What follows belongs to an exercise in optimizing a design on an open flow for a short achievable clock period and few clock cycles; a production flow would make more cautious choices.
The RTL was checked by simulation tests, not by an equivalence proof against the original design.
The clock port is modelled as an ideal driver; clocking choices that lean on that would not hold on a real chip.

## MY32CPU_top
module MY32CPU_top(
	input CLK,
	input RST,
	output [4:0] imem_addr,
	input [31:0] imem_data,
	output reg_we,
	output [4:0] reg_waddr,
	output [31:0] reg_wdata,
	output mem_we,
	output [4:0] mem_addr,
	output [31:0] mem_wdata,
	output [9:0] LEDR
);
	integer i, j;
	reg rst_q;
	reg [31:0] R [1:15];    
	reg [31:0] M [0:31];    
	reg [15:0] nz;          
	reg [9:0]  led;         
	reg [31:0] C  [0:31];   
	reg [4:0]  T  [0:31];   
	reg [31:0] V;           
	reg [31:0] BR;          
	reg [31:0] PT;          
	reg [4:0]  NX [0:31];   
	reg [31:0] NH;          
	reg [31:0] QB;          
	reg [31:0] Q1;          
	reg [31:0] Q2;          
	reg [31:0] QP1;         
	reg [31:0] QP2;         
	reg        fp_v;
	reg [4:0]  fp_pc;
	reg [31:0] fp_inst;
	reg [31:0] P;           
	reg [4:0]  n_nx [0:31];
	reg [31:0] n_nh;
	reg [31:0] VT;          
	reg [31:0] n_qb, n_q1, n_q2, n_qp1, n_qp2;
	reg [4:0]  k1, k2;
	always @(*) begin
		for (i = 0; i < 32; i = i + 1) begin
			P[i] = PT[i] & nz[C[i][24:21]];
			VT[i] = V[T[i]];
		end
		for (i = 0; i < 32; i = i + 1) begin
			k1 = i + 1;
			k2 = i + 2;
			n_qb[i] = V[i] & BR[i];
			n_q1[i] = V[i] & ~BR[i] & V[k1] & BR[k1];
			n_q2[i] = n_q1[i] & ~P[k1] & V[k2] & BR[k2];
			n_qp1[i] = BR[i] ? P[i] : P[k1];
			n_qp2[i] = P[k2];
			if (n_qb[i]) begin
				n_nx[i] = P[i] ? T[i] : i + 1;
				n_nh[i] = P[i] ? VT[i] : V[k1];
			end else if (n_q2[i]) begin
				n_nx[i] = P[k2] ? T[k2] : i + 3;
				n_nh[i] = P[k2] ? VT[k2] : V[(i + 3) % 32];
			end else if (n_q1[i]) begin
				n_nx[i] = P[k1] ? T[k1] : i + 2;
				n_nh[i] = P[k1] ? VT[k1] : V[k2];
			end else begin
				n_nx[i] = i + 1;
				n_nh[i] = V[k1];
			end
		end
	end
	reg [4:0] pc;
	reg [4:0] ia;
	assign imem_addr = ia;
  ...
clock: 11.0 ns
lec_check: 0
abc_clock_period_in_ps: 3000
cap_margin: 20
core_margin: 2
core_utilization: 40
place_density: 0.6
slew_margin: 20
standard.sh (not shown) runs the stock make flow with config.mk's settings and CLKGATE_MAP_FILE= SYNTH_SCRIPT=/design/flow/synth_recipe.tcl, a recipe that flattens the netlist after the stock synthesis.
==> flow/flow/run.sh <==
#!/bin/bash
# Standard ORFS layout (the standard.sh), with timing repair aiming at a setup slack
# margin well above the default so that the layout is optimised for a short achieved period,
# and more global-routing congestion iterations. The SDC is the standard flow's.
set -euo pipefail
MARGIN=${MARGIN:-7.5}
bash standard.sh SETUP_SLACK_MARGIN=$MARGIN \
  "GLOBAL_ROUTE_ARGS=-congestion_iterations 100 -congestion_report_iter_step 5 -verbose" \
  finish > make_finish.log 2>&1
The first run ended with an error in global routing.
Testbench counts at the start, summed over its fixed seeds: cycles 16,519.
==> next run, changes <==
==> flow/flow/run.sh (replaced) <==
#!/bin/bash
# Standard ORFS layout (the standard.sh), with timing repair aiming at a setup slack
# margin well above the default so that the layout is optimised for a short achieved period,
# and extra repair passes after CTS (flow/post_cts.tcl). The SDC is the standard flow's.
set -euo pipefail
MARGIN=${MARGIN:-7.35}
bash standard.sh SETUP_SLACK_MARGIN=$MARGIN POST_CTS_TCL=$PWD/flow/post_cts.tcl finish > make_finish.log 2>&1
==> flow/flow/post_cts.tcl (new file) <==
# Extra setup repair passes after CTS, with rising margins: a single pass tends to stop at
# the first endpoint it cannot improve. The SDC is the standard flow's; only the repair targets change.
foreach m {7.2 7.3 7.4 7.45} {
  repair_timing -setup -setup_margin $m -repair_tns 100 -skip_last_gasp -match_cell_footprint
}
detailed_placement
check_placement -verbose
ABC_CLOCK_PERIOD_IN_PS = 1500   (was 3000)
The changed run ended with an error in global routing.
Synthesized area is unchanged.
Synthesized cell count is unchanged.
